From an optimization exercise on the open Yosys and OpenROAD flow, aimed at small area; shortcuts taken in it are not production practice. In this exercise RTL edits were held to simulation tests only and were not proved equivalent to the original. Power figures rest on the tool's default switching activity, not on a simulated workload.

## design/flow/config.mk

```make
export PLATFORM = sky130hd
export DESIGN_NAME = cnn_layer1
export DESIGN_NICKNAME = cnn_layer1
export VERILOG_FILES = /design/flow/design.v
export SDC_FILE = /design/flow/constraint.sdc
export NUM_CORES = 4
export LEC_CHECK = 0
export CAP_MARGIN = 20
export CORE_MARGIN = 2
export CORE_UTILIZATION = 40
export SLEW_MARGIN = 20
```

## design/flow/constraint.sdc

```tcl
create_clock -name core_clock -period 8.0 [get_ports {clk}]
set_input_delay 1.6000 -clock core_clock [delete_from_list [all_inputs] [get_ports {clk}]]
set_output_delay 1.6000 -clock core_clock [all_outputs]
set_load 0.01 [all_outputs]
```

## design/flow/design.v

```verilog
`timescale 1ns / 1ps
module mac(
    input [15:0] in,
    input [15:0] w,
    input [15:0] b,
    output [15:0] out
    );
wire [15:0] d;
assign d = w * in;
assign out = d + b;
endmodule
`timescale 1ns / 1ps
module mux(
    input [15:0] A,
    input [15:0] B,
    input reset,
    input sel,
    output reg [15:0] out
    );
    always @(*) begin
        if(reset)
            out =0;
        else begin
            if(sel)
                out=A;
            else
                out=B;
        end
    end
endmodule
`timescale 1ns / 1ps
module register(
    input clk,
    input reset,
    input [15:0] in,
    output [15:0] out
    );
reg [15:0] data;
assign out[15:0] = data[15:0];
always @(posedge clk) begin
	if (reset) begin
		data[15:0] <= 16'b0000000000000000;
	end
	else begin
		data[15:0] <= in[15:0];
	end
end
endmodule
`timescale 1ns / 1ps
module shift_reg #(
    parameter pool=0,
    parameter M=28,
    parameter P=2,
    parameter K=3
)
(
  input clk,
  input reset,
  input [15:0] data_in,
  output [15:0] data_out
);
localparam D = (pool)?M-P+1:M-K;
reg [D-1:0] hr_0; reg [D-1:0] hr_1; reg [D-1:0] hr_2; reg [D-1:0] hr_3;
reg [D-1:0] hr_4; reg [D-1:0] hr_5; reg [D-1:0] hr_6; reg [D-1:0] hr_7;
reg [D-1:0] hr_8; reg [D-1:0] hr_9; reg [D-1:0] hr_10; reg [D-1:0] hr_11;
reg [D-1:0] hr_12; reg [D-1:0] hr_13; reg [D-1:0] hr_14; reg [D-1:0] hr_15;
always @ (posedge clk) begin
    if(reset) begin
        hr_0 [D-1:0] <= 0;
        hr_1 [D-1:0] <= 0;
        hr_2 [D-1:0] <= 0;
        hr_3 [D-1:0] <= 0;
        hr_4 [D-1:0] <= 0;
        hr_5 [D-1:0] <= 0;
        hr_6 [D-1:0] <= 0;
        hr_7 [D-1:0] <= 0;
        hr_8 [D-1:0] <= 0;
        hr_9 [D-1:0] <= 0;
        hr_10 [D-1:0] <=0;
        hr_11 [D-1:0] <= 0;
        hr_12 [D-1:0] <= 0;
        hr_13 [D-1:0] <= 0;
        hr_14 [D-1:0] <= 0;
        hr_15 [D-1:0] <= 0;
    end
    else begin
        hr_0 [D-1:0] <= {hr_0[D-2:0], data_in[0]};
        hr_1 [D-1:0] <= {hr_1[D-2:0], data_in[1]};
        hr_2 [D-1:0] <= {hr_2[D-2:0], data_in[2]};
        hr_3 [D-1:0] <= {hr_3[D-2:0], data_in[3]};
        hr_4 [D-1:0] <= {hr_4[D-2:0], data_in[4]};
        hr_5 [D-1:0] <= {hr_5[D-2:0], data_in[5]};
        hr_6 [D-1:0] <= {hr_6[D-2:0], data_in[6]};
        hr_7 [D-1:0] <= {hr_7[D-2:0], data_in[7]};
        hr_8 [D-1:0] <= {hr_8[D-2:0], data_in[8]};
        hr_9 [D-1:0] <= {hr_9[D-2:0], data_in[9]};
        hr_10 [D-1:0] <= {hr_10[D-2:0], data_in[10]};
        hr_11 [D-1:0] <= {hr_11[D-2:0], data_in[11]};
        hr_12 [D-1:0] <= {hr_12[D-2:0], data_in[12]};
        hr_13 [D-1:0] <= {hr_13[D-2:0], data_in[13]};
        hr_14 [D-1:0] <= {hr_14[D-2:0], data_in[14]};
        hr_15 [D-1:0] <= {hr_15[D-2:0], data_in[15]};
    end
end
assign data_out[0] = hr_0[D-1]; assign data_out[1] = hr_1[D-1];
assign data_out[2] = hr_2[D-1]; assign data_out[3] = hr_3[D-1];
assign data_out[4] = hr_4[D-1]; assign data_out[5] = hr_5[D-1];
assign data_out[6] = hr_6[D-1]; assign data_out[7] = hr_7[D-1];
assign data_out[8] = hr_8[D-1]; assign data_out[9] = hr_9[D-1];
assign data_out[10] = hr_10[D-1]; assign data_out[11] = hr_11[D-1];
assign data_out[12] = hr_12[D-1]; assign data_out[13] = hr_13[D-1];
assign data_out[14] = hr_14[D-1]; assign data_out[15] = hr_15[D-1];
endmodule
`timescale 1ns / 1ps
module max_data(
    input [15:0] A,
    input [15:0] B,
    output reg [15:0] Y
    );
    always @(*) begin
        if(A>B)
            Y = A;
        else
            Y = B;
    end
endmodule
`timescale 1ns / 1ps
module conv_final #(
	parameter N=28,
	parameter M=28,
	parameter K=3,
	parameter P=2,
	parameter P_stride=2,
	parameter K_stride=2,
	parameter pool=0
) (
    	input clk,
    	input reset,
    	input [15:0] pxl_in,
		input i_data_valid,
		input [(K*K*16)-1:0]i_kernel_data,
   		output [15:0] pxl_out,
		output reg o_data_valid
    );
	wire [15:0] reg_00,reg_01,reg_02,sr_0;
	wire[15:0] reg_10, reg_11,reg_12,sr_1;
	wire[15:0] reg_20, reg_21,reg_22;
	wire [15:0] wire_00; wire [15:0] wire_01; wire [15:0] wire_02;
	wire [15:0] wire_10; wire [15:0] wire_11; wire [15:0] wire_12;
	wire [15:0] wire_20; wire [15:0] wire_21; wire [15:0] wire_22;
	wire signed [15:0] kernel [(K*K)-1:0];
	genvar i;
	generate
		for(i=0;i<(K*K);i=i+1) begin
			assign kernel[i] = i_kernel_data[16*(i)+:16];
		end
	endgenerate
	wire sel_1,sel_2,sel_3;
	wire [15:0] out_1,out_2,out_3,out_4,out_5,out_6,out_7,out_8,out_9;
	mux M1 (.A(pxl_in),.B(16'd0),.reset(reset),.sel(sel_1),.out(out_1));
	mac mac_00(out_1, kernel[0], 16'd0, wire_00);
	register r_00(clk, reset, wire_00, reg_00); 
	mux M2 (.A(pxl_in),.B(16'd0),.reset(reset),.sel(sel_2),.out(out_2));
	mac mac_01(out_2, kernel[1], reg_00, wire_01); 
	register r_01(clk, reset, wire_01, reg_01); 
	mux M3 (.A(pxl_in),.B(16'd0),.reset(reset),.sel(sel_3),.out(out_3));
	mac mac_02(out_3, kernel[2], reg_01, wire_02); 
	register r_02(clk, reset, wire_02, reg_02); 
	shift_reg #(.pool(0),.M(M),.K(K),.P(P)) row_1(.clk(clk),.reset(reset), .data_in(reg_02), .data_out(sr_0));
	mux M4 (.A(pxl_in),.B(16'd0),.reset(reset),.sel(sel_1),.out(out_4));
	mac mac_10(out_4, kernel[3], sr_0, wire_10); 
	register r_10(clk, reset, wire_10, reg_10); 
	mux M5 (.A(pxl_in),.B(16'd0),.reset(reset),.sel(sel_2),.out(out_5));
	mac mac_11(out_5, kernel[4], reg_10, wire_11); 
	register r_11(clk, reset, wire_11, reg_11); 
	mux M6 (.A(pxl_in),.B(16'd0),.reset(reset),.sel(sel_3),.out(out_6));
	mac mac_12(out_6, kernel[5], reg_11, wire_12); 
	register r_12(clk, reset, wire_12, reg_12); 
	shift_reg #(.pool(0),.M(M),.K(K),.P(P)) row_2(.clk(clk),.reset(reset), .data_in(reg_12), .data_out(sr_1));
	mux M7 (.A(pxl_in),.B(16'd0),.reset(reset),.sel(sel_1),.out(out_7));
	mac mac_20(out_7, kernel[6], sr_1, wire_20); 
	register r_20(clk, reset, wire_20, reg_20); 
	mux M8 (.A(pxl_in),.B(16'd0),.reset(reset),.sel(sel_2),.out(out_8));
	mac mac_21(out_8, kernel[7], reg_20, wire_21); 
	register r_21(clk, reset, wire_21, reg_21); 
	mux M9 (.A(pxl_in),.B(16'd0),.reset(reset),.sel(sel_3),.out(out_9));
	mac mac_22(out_9, kernel[8], reg_21, wire_22); 
	register r_22(clk, reset, wire_22, reg_22); 
	assign pxl_out = reg_22;	
	reg [9:0] counter;
	reg [$clog2(M)-1:0] col;
	reg [$clog2(M*M)-1:0] count_valid;
	always @(posedge clk) begin
		if ((reset == 1) | (!i_data_valid)) begin
			counter <= 0;
			col <= 0;
		end else begin
			counter <= counter + 1;
			if (col == M-1)
				col <= 0;
			else
				col <= col + 1;
		end
	end
	always @(posedge clk) begin
		if(reset) begin
		    count_valid <= 0;
			o_data_valid <= 1'b0;
		end
		else begin
			if(o_data_valid) begin
				count_valid <= count_valid+1;
				if(count_valid == (M*M)-1) begin
				    o_data_valid <= 1'b0;
				    count_valid <= 0;
				end
			end
			else if (i_data_valid && (counter == ((M*(K-1))/2)+((K-1)/2))) begin
				o_data_valid <= 1'b1;
			end
		end
	end
	assign sel_1 = i_data_valid & (col != M-1);
	assign sel_2 = i_data_valid;
	assign sel_3 = i_data_valid & (col != 0);
endmodule
`timescale 1ns / 1ps
module max_pooling #(
    parameter N=28,
	parameter M=28,
	parameter K=3,
	parameter P=2,
	parameter P_stride=2,
	parameter K_stride=2,
	parameter pool=1
    ) (
        input clk,
        input reset,
        input [15:0] pixel_in,
        input i_data_valid,
        output [15:0] o_max_pooled_pixel,
        output o_data_valid
    );
    wire [15:0] wire_1,reg1,sr_out,wire_2,reg2;
    register R1 (.clk(clk),.reset(reset),.in(pixel_in),.out(reg1));
    max_data M1(.A(pixel_in),.B(reg1),.Y(wire_1));
    shift_reg #(.M(M),.K(K),.pool(pool),.P(P)) LD1 (.clk(clk),.reset(reset),.data_in(wire_1),.data_out(sr_out));
    max_data M2(.A(sr_out),.B(pixel_in),.Y(wire_2));
    register R2 (.clk(clk),.reset(reset),.in(wire_2),.out(reg2));
    max_data M3(.A(pixel_in),.B(reg2),.Y(o_max_pooled_pixel));
    reg [$clog2(M)-1:0] col;
    reg row_odd;
    always@(posedge clk) begin
        if(reset | !(i_data_valid)) begin
            col <= 0;
            row_odd <= 1'b0;
        end
        else begin
            if(col == M-1) begin
                col <= 0;
                row_odd <= ~row_odd;
            end
            else begin
                col <= col+1;
            end
        end
    end
    assign o_data_valid = i_data_valid & row_odd & col[0];
endmodule
`timescale 1ns / 1ps
module cnn_layer1 (
    input          clk,
    input          reset,
    input  [15:0]  pxl_in,
    input          i_data_valid,
    input  [143:0] i_kernel_data,
    output [15:0]  conv_out,
    output         conv_valid,
    output [15:0]  pool_out,
    output         pool_valid
);
    conv_final #(
        .N(28), .M(28), .K(3), .P(2), .P_stride(2), .K_stride(1), .pool(0)
    ) C1 (
        .clk(clk),
        .reset(reset),
        .pxl_in(pxl_in),
        .i_data_valid(i_data_valid),
        .i_kernel_data(i_kernel_data),
        .pxl_out(conv_out),
        .o_data_valid(conv_valid)
    );
    max_pooling #(
        .N(28), .M(28), .K(3), .P(2), .P_stride(2), .K_stride(1), .pool(1)
    ) MP1 (
        .clk(clk),
        .reset(reset),
        .pixel_in(conv_out),
        .i_data_valid(conv_valid),
        .o_max_pooled_pixel(pool_out),
        .o_data_valid(pool_valid)
    );
endmodule
```

## design/flow/run.sh

```bash
#!/bin/bash
# synth_recipe.tcl (not shown) runs the flow's synth.tcl, then flattens the netlist and writes it again
# the make line also repeats each setting of config.mk as NAME=value (left out here)
make -C /OpenROAD-flow-scripts/flow DESIGN_CONFIG=/design/flow/config.mk WORK_HOME=/design/flow/orfs CLKGATE_MAP_FILE= SYNTH_SCRIPT=/design/flow/synth_recipe.tcl finish
```

==> run notes <==
how the worst max path moves through the flow:
stage                       startpoint                          end  slack (ns)
after global placement    i_data_valid  C1.r_12.data[15]$_SDFF_PP0_      -0.008
after CTS                 i_data_valid  C1.r_22.data[15]$_SDFF_PP0_        0.67
after detailed placement  i_data_valid  C1.r_22.data[15]$_SDFF_PP0_       -0.12
after floorplan           i_data_valid  C1.r_22.data[15]$_SDFF_PP0_        0.71
final                     i_data_valid  C1.r_22.data[15]$_SDFF_PP0_        0.66
after global routing      i_data_valid  C1.r_22.data[15]$_SDFF_PP0_        0.28
through the flow:
step	setup WS [ns]	util, %	setup TNS [ns]	instance area, sq um	std cells
global route	0.283	46.3	0	91400	11100
CTS	0.673	46.3	0	91300	11100
global placement	-0.00780	43.6	-0.0178	86100	10800
finish	0.659	46.3	0	91400	11100
floorplan	0.705	-	0	79500	8092
detailed placement	-0.124	43.6	-0.433	86100	10800
sequential cells by signal, summed over array words and instances, names as in the netlist, 27 cells and up:
register / cells
MP1.LD1.hr_0: 27
MP1.LD1.hr_10: 27
MP1.LD1.hr_11: 27
MP1.LD1.hr_12: 27
MP1.LD1.hr_13: 27
MP1.LD1.hr_14: 27
MP1.LD1.hr_15: 27
MP1.LD1.hr_1: 27
MP1.LD1.hr_2: 27
MP1.LD1.hr_3: 27
MP1.LD1.hr_4: 27
MP1.LD1.hr_5: 27
MP1.LD1.hr_6: 27
MP1.LD1.hr_7: 27
MP1.LD1.hr_8: 27
MP1.LD1.hr_9: 27
layout make-up:
| class | instances | area [sq um] |
|---|---|---|
| clock inverter | 71 | 1030 |
| clock buffer | 198 | 4220 |
| antenna | 27 | 67.6 |
| timing repair buffer | 521 | 4830 |
| inverter | 1344 | 5040 |
| multi-input combinational | 4892 | 44100 |
| tap | 2640 | 3300 |
| fill | 18800 | 106000 |
| sequential | 1440 | 28800 |
worst reg2reg max path, cell delays in order (launching register included):
cell and delay [ns]:
dfxtp_1 0.38, inv_1 0.06, ha_1 0.19, nor4b_2 0.16, buf_4 0.18, inv_2 0.10, buf_4 0.41, and2_0 0.28
buf_4 0.24, nand2_1 0.11, fa_1 0.53, fa_1 0.52, inv_1 0.05, fa_1 0.49, fa_1 0.49, inv_1 0.05
fa_1 0.45, fa_1 0.39, xnor2_1 0.18, xnor2_1 0.15, xnor2_1 0.16, xnor2_1 0.18, xnor2_2 0.14, xnor2_1 0.12
or3_1 0.38, a21oi_1 0.13
cell families (layout without fill, tap and decap cells):
| family | count (synthesis) | count (layout) | share of synthesized area (%) |
|---|---|---|---|
| AND/OR/NAND/NOR | 2883 | 2883 | 19.5 |
| buffers and inverters | 1760 | 2134 | 8.39 |
| flip-flops | 1440 | 1440 | 36.2 |
| adder cells (fa/ha/maj) | 1351 | 1351 | 29.1 |
| XOR/XNOR | 375 | 375 | 4.22 |
| AO/OA/AOI/OAI | 234 | 234 | 1.86 |
| multiplexers | 49 | 49 | 0.643 |
| other | 0 | 27 | 0 |
cell usage after synthesis (all sizes together), types with 3 or more instances:
master   instances  area (sq um)
dfxtp         1440         28800
inv           1344          5040
nor2b         1294          8100
fa             832         16700
nand2          806          3040
ha             519          6490
and3           417          2610
clkbuf         391          1470
xnor2          278          2460
nor2           181           679
xor2            94           823
and2            93           584
a21oi           81           405
o21ai           39           195
mux2i           32           320
nand3           30           150
a21o            29           218
buf             25           160
nor3            22           115
o21a            22           165
mux2            17           191
a31oi           12          81.3
nand2b          10          62.6
nand4           10          62.6
o21bai           9          67.6
a211oi           7          52.6
a211o            6          52.6
o2111ai          6          52.6
o211ai           6          45.0
a21boi           4          30.0
or3              4          25.0
a31o             3          26.3
nor3b            3          22.5
xnor3            3          67.6
per-layer routing:
layer / share of wire (%) / wire length [um] / vias to the layer above / global-route usage (%)
met5: 0.013 / 27 / - / 0
met2: 46 / 94900 / 1247 / 33.3
met3: 4.9 / 10100 / 383 / 3.10
met4: 4.6 / 9520 / 4 / 8.99
met1: 44 / 90200 / 25400 / 27.2
li1: - / - / 24700 / -
power by group:
part           internal (mW)  switching, mW  leakage (nW)
Sequential              7.48          0.157          11.6
Combinational           2.40           3.06          27.7
Clock                   4.18           3.01          2.57
Total                   14.1           6.23          41.9
==> flow_metrics.env <==
export IMPL_hold_violations=0
export IMPL_numPortBuffers=196
export IMPL_ys_types=65
export IMPL_initial_core_util_pct=40.3
export IMPL_place_gp_congestion=0.924
export IMPL_cts_buffers_inserted=150
export IMPL_reg2reg_depth=25
export IMPL_maxCapViolCount=0
export IMPL_avgViaCountPerCell=4.64
export IMPL_syn_inst=8092
export IMPL_rows=163
export IMPL_slowest_stage="clkdlybuf4s50_1"
export IMPL_power_density_nw_per_um2=222
export IMPL_hp_class="register to register"
export IMPL_worstHoldEndpoint="MP1.LD1.hr_15[25]$_SDFF_PP0_"
export IMPL_crit_type="input pin to register"
export IMPL_syn_nets=9606
export IMPL_die_h_um=450
export IMPL_hold_depth=1
export IMPL_syn_to_final_growth_pct=14.9
export IMPL_hp_start="MP1.LD1.hr_15[24]$_SDFF_PP0_"
export IMPL_slew_viol_final=0
export IMPL_grt_pass1_vias=54200
export IMPL_grt_pass1_wl_mm=321
export IMPL_ir_drop_mv=0.214
export IMPL_cts_resized_gates=0
export IMPL_async_flop_share_pct=0
export IMPL_post_cts_buffers=0
export IMPL_clk_insertion_delay_late_ns=0.81
export IMPL_hold_worst_slack_ns=0.396
export IMPL_outcome="complete, no violations"
export IMPL_track_usage_pct=20.5
export IMPL_antenna_left=0
export IMPL_die_w_um=450
export IMPL_yosys_warnings=7
export IMPL_layout_common_cells="dfxtp_1, inv_1, nor2b_1"
export IMPL_fp_coreArea_sq_um=197000
export IMPL_drt_iter0_drc=3117
export IMPL_gr_total_overflow=0
export IMPL_fmax_mhz=136
export IMPL_wl_per_cell_um=18.4
export IMPL_path_cells="clkdlybuf4s50_1, nor2b_4, and2_1, and2_1, buf_4, nand2_1, fa_1, inv_1, fa_1, ha_1, fa_1, inv_1, fa_1, fa_1, inv_1, ha_1, o21ai_0, a21oi_1, nor2_1, o21ai_0, a2111oi_0, or3_1, a21oi_1"
export IMPL_power_total_mw=20.3
export IMPL_end_kind="register"
export IMPL_synth_ff_type="dfxtp_1"
export IMPL_ctsHoldBuffers=0
export IMPL_layout_commonest_cell="dfxtp_1"
export IMPL_crit_top_cell="fa_1"
export IMPL_synth_edff_count=0
export IMPL_layout_drive_gt1_share_pct=7.28
export IMPL_cp_required_ns=8.62
export IMPL_setup_viol=0
export IMPL_max_stage_delay_ns=0.63
export IMPL_startpoint_type="input pin"
export IMPL_critical_path_depth=23
export IMPL_r2r_start="C1.col[0]$_SDFF_PP0_"
export IMPL_finalClockSkew_ns=0.0468
export IMPL_grt_max_degree=214
export IMPL_htree_levels=4
export IMPL_num_vias=51700
export IMPL_arrival_ns=7.96
export IMPL_routed_wirelength_mm=205
export IMPL_syn_area_sq_um=79500
export IMPL_fin_nets=9863
export IMPL_clockBufferDepth=3
export IMPL_crit_family="adder cells"
export IMPL_rsz0062_at_grt="false"
export IMPL_drc=0
export IMPL_rr_endpoint="C1.r_22.data[15]$_SDFF_PP0_"
export IMPL_crit_buf_inv=5
export IMPL_dp_hpwl_mm=154
export IMPL_io_pins=197
export IMPL_antenna_found_initial=41
export IMPL_path_clk_slew_ns=0.06
export IMPL_max_slew_margin_rel_pct=25.1
export IMPL_regToRegSetupSlack_ns=1.36
export IMPL_post_route_period_util_pct=91.8
export IMPL_leakage_nw=41.9
export IMPL_die_area_sq_um=202000
export IMPL_clock_sinks=1440
export IMPL_synth_ff_latch_count=1440
export IMPL_period_minus_slack_ns=7.34
export IMPL_cts_root_buf="clkbuf_16"
export IMPL_synthesis_area_per_instance_sq_um=9.83
export IMPL_ys_seq_area_share_pct=36.2
export IMPL_cts_tree="yes"
export IMPL_worst_pin_slew_ns=1.12
export IMPL_dr_pass1_iters=7
export IMPL_crit_fanout=16

## re-timing with driven ports
How much do the figures lean on ideal ports? The routed layout below was timed once more, with nothing changed but the port constraints.
Step 1 (the two cells are an assumption about what drives the block):
set clk [get_ports {clk}]
set_driving_cell -lib_cell sky130_fd_sc_hd__clkbuf_16 $clk
set_driving_cell -lib_cell sky130_fd_sc_hd__buf_2 [delete_from_list [all_inputs] $clk]
Step 2 times the ports against the registers' clock, not the clock port: input delays grow and output delays shrink by t, the midpoint of the rising clock arrivals with the driver on.
Slacks: ideal ports / drivers / drivers and shift; pairs: ideal ports / drivers.
t (ns): 0.873
setup WS [ns]: 0.659 / 0.699 / -0.175
worst hold slack (ns): 0.396 / 0.396 / 0.396
worst setup path at the end: input to register
worst slew at a driven data input, ns: 0.25
With both steps, setup timing fails in this run, where it was met with ideal ports. For this run, drivers alone change the setup slack by +0.040 ns; drivers and shift together by -0.834 ns.
